Context: an optimization exercise on an open-source flow, tuned for small area, a short achievable clock period and few clock cycles. The choices shown serve that exercise and are no tape-out recipe.
Function was checked by simulation only, so behaviour that the tests miss may differ from the original.
Power is estimated from default activity; no workload was simulated.

===== design.v =====
module ALU(Ain,Bin,ALUop,out,Z,N,V);
  input [15:0] Ain, Bin;
  input [1:0] ALUop;
  output reg [15:0] out;
  output reg Z,N,V;
  always @(*) begin
    Z = 1'b0;
    N = 1'b0;
    V = 1'b0;
    case(ALUop)
      2'b00: begin  
        out = Ain + Bin;
        V = (~Ain[15] & ~Bin[15] & out[15]) | (Ain[15] & Bin[15] & ~out[15]);
      end
      2'b01: begin  
        out = Ain - Bin;
        V = (~Ain[15] & Bin[15] & out[15]) | (Ain[15] & ~Bin[15] & ~out[15]);
      end
      2'b10: out = Bin & Ain;
      2'b11: out = ~Bin;
      default: out = out;
    endcase
    if (out == 16'b0) Z = 1'b1;
    else Z = 1'b0;
    if (out[15] == 1'b1) N = 1'b1;
    else N = 1'b0;
  end
endmodule
module shifter(in,shift,sout);
    input [15:0] in;
    input [1:0] shift;
    output reg [15:0] sout;
    always @(*) begin
        case (shift) 
            2'b00: sout <= in;  
            2'b01: sout <= in << 1'b1;  
            2'b10: sout <= in >> 1'b1;  
            2'b11: sout <= $signed(in) >>> 1'b1;  
        endcase
    end
endmodule
module regfile(data_in,writenum,write,readnum,clk,data_out);
    input [15:0] data_in;
    input [2:0] writenum, readnum;
    input write, clk;
    output reg [15:0] data_out;
    reg [15:0] R0, R1, R2, R3, R4, R5, R6, R7;
    wire [7:0] tmpWrite;
    assign tmpWrite = (write) ? (1 << writenum) : 8'b0;  
    always @(posedge clk) begin
        if (tmpWrite[0]) R0 <= data_in;
        else R0 <= R0;
        if (tmpWrite[1]) R1 <= data_in;
        else R1 <= R1;
        if (tmpWrite[2]) R2 <= data_in;
        else R2 <= R2;
        if (tmpWrite[3]) R3 <= data_in;
        else R3 <= R3;
        if (tmpWrite[4]) R4 <= data_in;
        else R4 <= R4;
        if (tmpWrite[5]) R5 <= data_in;
        else R5 <= R5;
        if (tmpWrite[6]) R6 <= data_in;
        else R6 <= R6;
        if (tmpWrite[7]) R7 <= data_in;
        else R7 <= R7;
    end
    always @(*) begin
        case(readnum)
            3'b000: data_out = R0;
            3'b001: data_out = R1;
            3'b010: data_out = R2;
            3'b011: data_out = R3;
            3'b100: data_out = R4;
            3'b101: data_out = R5;
            3'b110: data_out = R6;
            3'b111: data_out = R7;
            default: data_out = 16'b0;
        endcase
    end
endmodule
module inDecoder(in, nsel, opcode, ALUop, sximm5, sximm8, shift, writenum, readnum);
    input [15:0] in;
    input [2:0] nsel;
    output reg [1:0] ALUop, shift;
    output reg [15:0] sximm5, sximm8;
    output reg [2:0] opcode, readnum, writenum;
    wire [2:0] Rn, Rd, Rm;
    wire [4:0] imm5;
    wire [7:0] imm8;
    assign imm5 = in[4:0];
    assign imm8 = in[7:0];
    assign ALUop = in[12:11];
    assign shift = (opcode == 3'b110 | opcode == 3'b101) ? in[4:3] : 2'b00;  
    assign Rn = in[10:8];
    assign Rd = in[7:5];
    assign Rm = in[2:0];
    assign op = in[12:11];
    assign opcode = in[15:13];
    assign sximm5 = {{11{imm5[4]}},imm5};
    assign sximm8 = {{8{imm8[7]}},imm8};
    always @(*) begin
        case(nsel) 
            3'b001 : begin 
                writenum <= Rm; 
                readnum <= Rm; 
            end
            3'b010 : begin 
                writenum <= Rd; 
                readnum <= Rd; 
            end
            3'b100 : begin 
                writenum <= Rn; 
                readnum <= Rn; 
            end
            default: begin
                writenum = 3'b000;
                readnum = 3'b000;
            end 
        endcase
    end
endmodule
module stateMachine(clk, s, reset, opcode, ALUop, shift, nsel, vsel, write, loada, loadb, loadc, loads, asel, bsel, load_addr, load_ir, load_pc, addr_sel, mem_cmd, reset_pc);
    input clk, s, reset;
    input [1:0] ALUop, shift;
    input [2:0] opcode;
    output wire load_addr, load_ir, addr_sel, reset_pc, load_pc;
    output wire [1:0] mem_cmd;
    output wire [1:0] vsel;
    output wire [2:0] nsel;
    output wire loada, loadb, loadc, loads, write, asel, bsel;
    enum reg [5:0] {mov_1, mov1, mov2, mov3, 
                    mvn1, mvn2, mvn3, 
                    add1, add2, add3, add4, 
                    cmp1, cmp2, cmp3, 
                    and1, and2, and3, and4,
                    ldr1, ldr2, ldr3, ldr4, ldr5, ldr6,
                    str1, str2, str3, str4, str5,
                    RST, IF1, IF2, UpdatePC, HALT, Decode} state;
    always @(posedge clk) begin
        if (reset) 
            state <= RST;
        else begin
            case (state)
                RST: state <= IF1;
                IF1: state <= IF2;
                IF2: state <= UpdatePC;
                UpdatePC: state <= Decode;
                HALT: state <= HALT;
                Decode: begin
                    if (opcode == 3'b111) state <= HALT;
                    else if (opcode == 3'b110) begin
                        if (ALUop == 2'b10) state <= mov_1;
                        else if (ALUop == 2'b00) state <= mov1;
                    end
                    else if (opcode == 3'b101) begin
                        if (ALUop == 2'b00) state <= add1;
                        else if (ALUop == 2'b01) state <= cmp1;
                        else if (ALUop == 2'b10) state <= and1;
                        else if (ALUop == 2'b11) state <= mvn1;
                    end
                    else if (opcode == 3'b011 && ALUop == 2'b00) state <= ldr1;
                    else if (opcode == 3'b100 && ALUop == 2'b00) state <= str1;
                end
                mov_1: state <= IF1;
                mov1: state <= mov2;
                mov2: state <= mov3;
                mov3: state <= IF1;
                add1: state <= add2;
                add2: state <= add3;
                add3: state <= add4;
                add4: state <= IF1;
                and1: state <= and2;
                and2: state <= and3;
                and3: state <= and4;
                and4: state <= IF1;
                cmp1: state <= cmp2;
                cmp2: state <= cmp3;
                cmp3: state <= IF1;
                mvn1: state <= mvn2;
                mvn2: state <= mvn3;
                mvn3: state <= IF1;
                ldr1: state <= ldr2;
                ldr2: state <= ldr3;
                ldr3: state <= ldr4;
                ldr4: state <= ldr5;
                ldr5: state <= IF1;
                str1: state <= str2;
                str2: state <= str3;
                str3: state <= str4;
                str4: state <= str5;
                str5: state <= IF1;
            endcase
        end
    end
    assign W = (state == IF1) ? 1'b1 : 1'b0 ;
    assign loada = (state == add1) ? 1'b1 :
                    (state == cmp1) ? 1'b1 :
                    (state == and1) ? 1'b1 : 
                    (state == ldr1) ? 1'b1 :   
                    (state == str1) ? 1'b1 : 
                    1'b0 ;
    assign loadb = (state == add2) ? 1'b1 :
                    (state == cmp2) ? 1'b1 :
                    (state == and2) ? 1'b1 :
                    (state == mvn1) ? 1'b1 :
                    (state == mov1) ? 1'b1 : 
                    (state == str3) ? 1'b1 : 1'b0 ;
    assign loadc = (state == add3) ? 1'b1 :
                    (state == and3) ? 1'b1 :
                    (state == mvn2) ? 1'b1 :
                    (state == mov2) ? 1'b1 : 
                    (state == cmp3) ? 1'b1 : 
                    (state == ldr2) ? 1'b1 : 
                    (state == str2) ? 1'b1 : 
                    (state == str4) ? 1'b1 : 
                    1'b0;
    assign loads = (state == cmp3) ? 1'b1 : 1'b0 ;
    assign vsel = (state == mov_1) ? 2'b01 : 
                  (state == ldr5) ? 2'b00 : 
                  2'b11 ;
    assign asel = (state == mvn2) ? 1'b1 :
                    (state == mov2) ? 1'b1 : 
                    (state == str2) ? 1'b0 : 
                    (state == str4) ? 1'b1 :
                    1'b0 ;
    assign bsel = (state == ldr2) ? 1'b1 :
                  (state == str2) ? 1'b1 : 
                   1'b0;
    assign nsel = (state == add1) ? 3'b100 :
                    (state == cmp1) ? 3'b100 :
                    (state == and1) ? 3'b100 :
                    (state == mov_1) ? 3'b100 :
                    (state == add4) ? 3'b010 :
                    (state == and4) ? 3'b010 :
                    (state == mvn3) ? 3'b010 :
                    (state == mov3) ? 3'b010 : 
                    (state == ldr1) ? 3'b100 :    
                    (state == ldr5) ? 3'b010 : 
                    (state == ldr6) ? 3'b010 : 
                    (state == str1) ? 3'b100 : 
                    (state == str3) ? 3'b010 : 
                    3'b001 ;
    assign write = (state == add4) ? 1'b1 :
                    (state == mvn3) ? 1'b1 :
                    (state == and4) ? 1'b1 :
                    (state == mov_1) ? 1'b1 :
                    (state == mov3) ? 1'b1 : 
                    (state == ldr5) ? 1'b1 :
                    (state == ldr6) ? 1'b1 :
                    1'b0 ;
    assign load_pc = (state == RST) ? 1'b1 :
                     (state == UpdatePC) ? 1'b1 : 1'b0;
    assign reset_pc = (state == RST) ? 1'b1 : 1'b0;
    assign load_ir = (state == IF2) ? 1'b1 : 1'b0;
    assign addr_sel = (state == IF1) ? 1'b1 :
                      (state == IF2) ? 1'b1 : 
                      (state == str4) ? 1'b0 :
                      (state == str5) ? 1'b0 : 
                      1'b0;
    assign mem_cmd = (state == IF1) ? 2'b10 :
                      (state == IF2) ? 2'b10 : 
                      (state == ldr4) ? 2'b10 : 
                      (state == ldr5) ? 2'b10 : 
                      (state == str5) ? 2'b01 :
                      2'b00;
    assign load_addr = (state == ldr3) ? 1'b1 : 
                        (state == str3) ? 1'b1 : 1'b0;
endmodule
module datapath(
    input [2:0] writenum, readnum,
    input [1:0] shift, ALUop,
    input write, loada, loadb, loadc, loads, asel, bsel, clk,
    input [1:0] vsel,
    input [15:0] mdata, sximm8, sximm5,
    input [7:0] PC,
    output reg [15:0] datapath_out, 
    output reg Z_out, V_out, N_out
  );
    reg [15:0] data_in;
    wire [15:0] data_out;
    regfile REGFILE (.data_in(data_in), .writenum(writenum), .write(write), .readnum(readnum), .clk(clk), .data_out(data_out));
    reg [15:0] Ain, Bin;
    wire [15:0] out;
    wire Z,N,V;
    ALU ALU (.Ain(Ain), .Bin(Bin), .out(out), .Z(Z), .N(N), .V(V), .ALUop(ALUop));
    reg [15:0] in;
    wire [15:0] sout;
    shifter SHIFT (.in(in), .sout(sout), .shift(shift));
    reg [15:0] A, C;
    assign Ain = asel ? 16'b0 : A;
    assign Bin = bsel ? sximm5 : sout;
    always @(*) begin
        case(vsel) 
            2'b00 : data_in <= mdata;
            2'b01 : data_in <= sximm8;
            2'b10 : data_in <= {8'b0,PC};
            2'b11 : data_in <= C;
        endcase
    end
    always_ff @(posedge clk) begin
        if (loada) A <= data_out;   
        if (loadb) in <= data_out;
        if (loadc) begin
            C <= out;
            datapath_out <= out;
        end
        if (loads) begin
            Z_out <= Z;
            N_out <= N;
            V_out <= V;
        end
    end
endmodule
module cpu(clk,reset,N,V,Z, mem_cmd, mem_addr, read_data, write_data);
    input clk, reset;
    input [15:0] read_data;
    output [15:0] write_data;
    output Z, V, N;
    output [8:0] mem_addr;
    output [1:0] mem_cmd;
    reg [15:0] instruction; 
    wire [2:0] nsel;
    wire [1:0] ALUop, shift;
    wire [2:0] opcode, readnum, writenum;
    wire [15:0] sximm5, sximm8;
    wire write;
    wire [1:0] vsel;
    wire loada, loadb, loadc, loads, asel, bsel; 
    reg [7:0] PC;
    wire [15:0] mdata;
    assign mdata = read_data;  
    wire load_pc, reset_pc, load_addr, addr_sel, load_ir;
    inDecoder dec(.in(instruction), .nsel(nsel), .opcode(opcode), 
              .ALUop(ALUop), .sximm5(sximm5), .sximm8(sximm8), 
              .shift(shift), .readnum(readnum), .writenum(writenum));
    stateMachine sm(.clk(clk), .s(s), .reset(reset), .opcode(opcode), .ALUop(ALUop), .shift(shift),
                    .nsel(nsel), .vsel(vsel), .write(write), 
                    .loada(loada), .loadb(loadb), .loadc(loadc), .loads(loads), .asel(asel), .bsel(bsel), 
                    .load_addr(load_addr), .load_ir(load_ir), .load_pc(load_pc),.addr_sel(addr_sel), .mem_cmd(mem_cmd), .reset_pc(reset_pc));
    datapath DP(.ALUop(ALUop), .sximm5(sximm5), .sximm8(sximm8),  
                .shift(shift), .readnum(readnum), .writenum(writenum), 
                .mdata(mdata), .clk(clk), .PC(PC), 
                .write(write), .loada(loada), .loadb(loadb), .loadc(loadc), .loads(loads), .asel(asel), .bsel(bsel), .vsel(vsel),
                .datapath_out(write_data), .Z_out(Z), .V_out(V), .N_out(N));
    reg [8:0] next_pc;
    assign next_pc = (reset_pc) ? 9'b0 : (PC + 1'b1);
    reg [8:0] address;
    assign mem_addr = (addr_sel) ? PC : address;
    always_ff @(posedge clk) begin
        if (load_pc) PC <= next_pc;
        if (load_addr) address <= write_data[8:0];
        if (load_ir) instruction <= read_data; 
    end
endmodule

===== config.mk =====
export PLATFORM = sky130hd
export DESIGN_NAME = cpu
export DESIGN_NICKNAME = cpu
export VERILOG_FILES = /design/flow/design.v
export SDC_FILE = /design/flow/constraint.sdc
export NUM_CORES = 4
export LEC_CHECK = 0
export CAP_MARGIN = 20
export CORE_MARGIN = 2
export CORE_UTILIZATION = 40
export SLEW_MARGIN = 20

===== run.sh =====
#!/bin/bash
# synth_recipe.tcl (not shown) runs the flow's synth.tcl, then flattens the netlist and writes it again
# the make line also repeats each setting of config.mk as NAME=value (left out here)
make -C /OpenROAD-flow-scripts/flow DESIGN_CONFIG=/design/flow/config.mk WORK_HOME=/design/flow/orfs CLKGATE_MAP_FILE= SYNTH_SCRIPT=/design/flow/synth_recipe.tcl finish

===== constraint.sdc =====
create_clock -name core_clock -period 7.0 [get_ports {clk}]
set_input_delay 1.4000 -clock core_clock [delete_from_list [all_inputs] [get_ports {clk}]]
set_output_delay 1.4000 -clock core_clock [all_outputs]
set_load 0.01 [all_outputs]

==> metrics.md <==
| Metric | Value |
|---|---|
| Commonest non-fill, non-tap cell in the layout | `edfxtp_1` |
| Max Cap Viol | `0` |
| Port Buf Inserts | `47` |
| Synth warn | `18` |
| Setup TNS | `0 ps` |
| Leak | `5.05 nW` |
| Critical Path Source | `sm.state[1]` |
| Clock Pin Slew Worst Setup and Hold Paths | `70 ps` |
| Post_cts resized | `0` |
| Delay-heaviest family, CP | `simple AND/OR/NAND/NOR gates` |
| DRC viols | `0` |
| Mapped Nets | `1261` |
| Slowest cell on crit path | `or4_1` |
| Critical path buffer and inverter count | `4` |
| Pre-CTS WS | `1720 ps` |
| Ratio of final minimum period to clock period | `75.9%` |
| Largest net degree at the start of global routing | `46` |
| Fill cell count | `2874` |
| Die height | `181 um` |
| CP Launch Type | `flip-flop` |
| Io pins | `48` |
| Fmax | `188 MHz` |
| Clk sinks | `218` |
| RSZ-0062 raised after global routing | `no` |
| Crit-path max FO | `30` |
| Max H-tree Level | `1` |
| Row count | `64` |
| Die area | `32700 sq um` |
| Placer congestion estimate | `0.908` |
| Grt ovf | `0` |
| Layout cells sized above 1 | `9.88%` |
| Worst EP required | `7370 ps` |
| EDFF count, synth | `212` |
| Clock Skews | `12.5 ps` |
| Pwr Density | `482 nW/um^2` |
| Detailed Route WL | `33900 um` |
| Final hold vios | `0` |
| Vias in the first global route | `8868` |
| Peak supply drop | `0.202 mV` |
| FF-to-FF Start | `sm.state[1]` |
| Status | `finished clean` |
| Clk buf depth | `3` |
| GRT Overall Usage | `20.5%` |
| Diodes inserted | `0` |
| Starting Density | `40.8%` |
| DP HPWL | `24200 um` |
| Commonest register cell after synthesis | `edfxtp_1` |
| Root Buffer | `clkbuf_16` |
| CP Data Arrival Time | `5680 ps` |
| Sequential share of the synthesized area | `51.9%` |
| Skew-Pair Late Insertion Delay | `540 ps` |
| CTS Buf Count | `24` |
| Tot Pwr | `0.00681 W` |
| Largest stage delay, worst path | `520 ps` |
| Cells after synthesis | `1199` |
| Drt first pass iters | `5` |
| Synth-to-layout area growth | `12.9%` |
| Least-Margin Pin Slew | `963 ps` |
| Wire length per cell | `20.8 um` |
| Hold Crit Class | `reg2reg` |
| Avg Inst Size Synth | `10.4 sq um` |
| First DRT Iteration DRCs | `1017` |
| Worst setup EP type | `flip-flop` |
| WS Path Type | `reg2reg` |
| Initial antenna violation count | `0` |
| CTS tree | `done` |
| Die Width | `181 um` |
| Count of final setup violators | `0` |
| Vias/cell | `5.82` |
| Worst path cell trace | `buf_4, clkinv_1, nor2_1, a22oi_1, nor3_1, a41oi_1, nor2_1, buf_4, nand2b_1, inv_1, ha_1, fa_1, a21o_1, a2111oi_4, o21ai_2, mux2_4, nand4_2, o31ai_1, or4_1, or4_1, nor4_2` |
| Final setup margin | `1690 ps` |
| Most frequent cells in the layout | `edfxtp_1 (212), nand2_1 (134), nor2_1 (97)` |
| First-pass GRT wire length | `52600 um` |
| #FFs+latches synth | `218` |
| Unique masters post-synth | `92` |
| Setup bufs post-CTS | `0` |
| Crit path time final | `5310 ps` |
| Worst Hold Launch | `DP.C[6]` |
| Total number of vias | `9497` |
| Headroom to the max-slew limit | `35.8%` |
| Post-CTS Hold Buffers | `0` |
| Fraction of registers with async set/reset | `0%` |
| Area of the mapped netlist | `12500 sq um` |
| Core area | `30700 sq um` |
| Final #Nets | `1281` |
| Fin. max-slew vios | `0` |
| Antenna-violating nets left | `0` |
## path summary, 6_finish.rpt
| check | cells past startpoint | end | slack [ps] |
|---|---|---|---|
| setup reg to reg | 21 | DP.Z_out | 1690 |
| setup / recovery | 21 | DP.Z_out | 1690 |
| hold / removal | 0 | address[6] | 610 |
| hold reg to reg | 0 | address[6] | 610 |
## metal layers
layer / wire length (um) / GRT usage, %
met5: 0 / 0
met4: 660 / 4.55
met3: 2000 / 3.33
met1: 15200 / 29.0
met2: 16000 / 33.1
## final cells by class
| class | count | area (sq um) | area share, % |
|---|---|---|---|
| clock inverter | 16 | 193 | 1.36 |
| tap | 396 | 495 | 3.51 |
| timing repair buffer | 72 | 658 | 4.66 |
| inverter | 46 | 173 | 1.22 |
| multi-input combinational | 857 | 5510 | 39.0 |
| sequential | 218 | 6490 | 45.9 |
| clock buffer | 26 | 608 | 4.31 |
## report_power, final
group          leakage (nW)  switching (W)  internal, W  total [W]
clock network         0.379       0.000527     0.000745    0.00127
registers              1.97       0.000173      0.00187    0.00204
logic                  2.70        0.00221      0.00128    0.00349
## synth_stat cells (all sizes together), types with 4 or more instances
library cell  count  area share (%)
o22ai            19            0.95
a21oi            90             3.6
ha               42             4.2
o22a              5            0.35
o21ai            67             2.7
nand2b           14            0.70
or2              15            0.75
nor2             98             3.0
inv              45             1.4
or4               4            0.24
o31ai             4            0.24
buf              40             2.1
edfxtp          212              51
a211oi            8            0.62
clkbuf           38             1.1
nand2           134             4.0
a2bb2oi           4            0.28
a221o             6            0.48
nor2b            28             1.4
o221ai            9            0.68
a31oi            22             1.1
xor2             12             1.1
a211o             5            0.35
or3               8            0.40
o211ai            9            0.54
nand3            37             1.5
dfxtp             6            0.96
and3             17            0.89
nand4             6            0.35
a22oi             9            0.54
a21o             10            0.60
a221oi            6            0.66
nor4             12            0.95
o21a             10            0.60
mux2             12             1.1
xnor2            10            0.82
and2             10            0.50
o2111ai           4            0.28
nor3             47             1.9
mux2i            16             1.3
## kinds of logic after synthesis
family	after synthesis	synth area share, %
buffers and inverters	124	4.61
xor gates and xnor gates	22	1.87
DFF	218	51.9
muxes	28	2.39
adders and majority gates	44	4.52
and+or+nand+nor	445	17.7
AOI/OAI and AO/OA	318	17.1
## sequential cells by signal, summed over array words and instances, names as in the netlist
register / count
DP.A: 16
DP.REGFILE.R7: 16
instruction: 16
DP.N_out: 1
DP.REGFILE.R6: 16
DP.REGFILE.R1: 16
DP.REGFILE.R2: 16
address: 9
DP.C: 16
DP.REGFILE.R3: 16
DP.REGFILE.R4: 16
DP.REGFILE.R5: 16
DP.in: 16
DP.REGFILE.R0: 16
PC: 8
DP.V_out: 1
sm.state: 6
DP.Z_out: 1
## metrics by stage
step / hold WS (ps) / cells / utilization, % / instance area (sq um)
after floorplan: 520 / 1199 / - / 12500
after global placement: 591 / 1589 / 43.4 / 13300
after detailed placement: 596 / 1589 / 43.4 / 13300
after CTS: 612 / 1631 / 46.0 / 14100
after global routing: 633 / 1631 / 46.0 / 14100
final: 614 / 1631 / 46.0 / 14100
Testbench counts, summed over its fixed seeds: cycles 94,424.

static timing again, ports no longer ideal:
How much do the figures lean on ideal ports? The routed layout below was timed once more, with nothing changed but the port constraints. Step 1 (the two cells are an assumption about what drives the block):
set clk [get_ports {clk}]
set_driving_cell -lib_cell sky130_fd_sc_hd__clkbuf_16 $clk
set_driving_cell -lib_cell sky130_fd_sc_hd__buf_2 [delete_from_list [all_inputs] $clk]
Step 2 also shifts input and output timing later by t, the mid clock arrival at the registers, as if the neighbouring blocks saw the same clock. Slacks: no drivers / after step 1 / after step 2; pairs: no drivers / after step 1.
t, ns: 0.585
setup WS [ns]: 1.689 / 1.689 / 1.689
worst hold slack (ns): 0.614 / 0.614 / 0.614
clock arrival spread, ns: 0.014 / 0.013
worst slew at a driven data input, ns: 0.04
After both steps setup and hold are still met in this run. For this run, drivers alone change the setup slack by 0.000 ns; drivers and shift together by 0.000 ns.
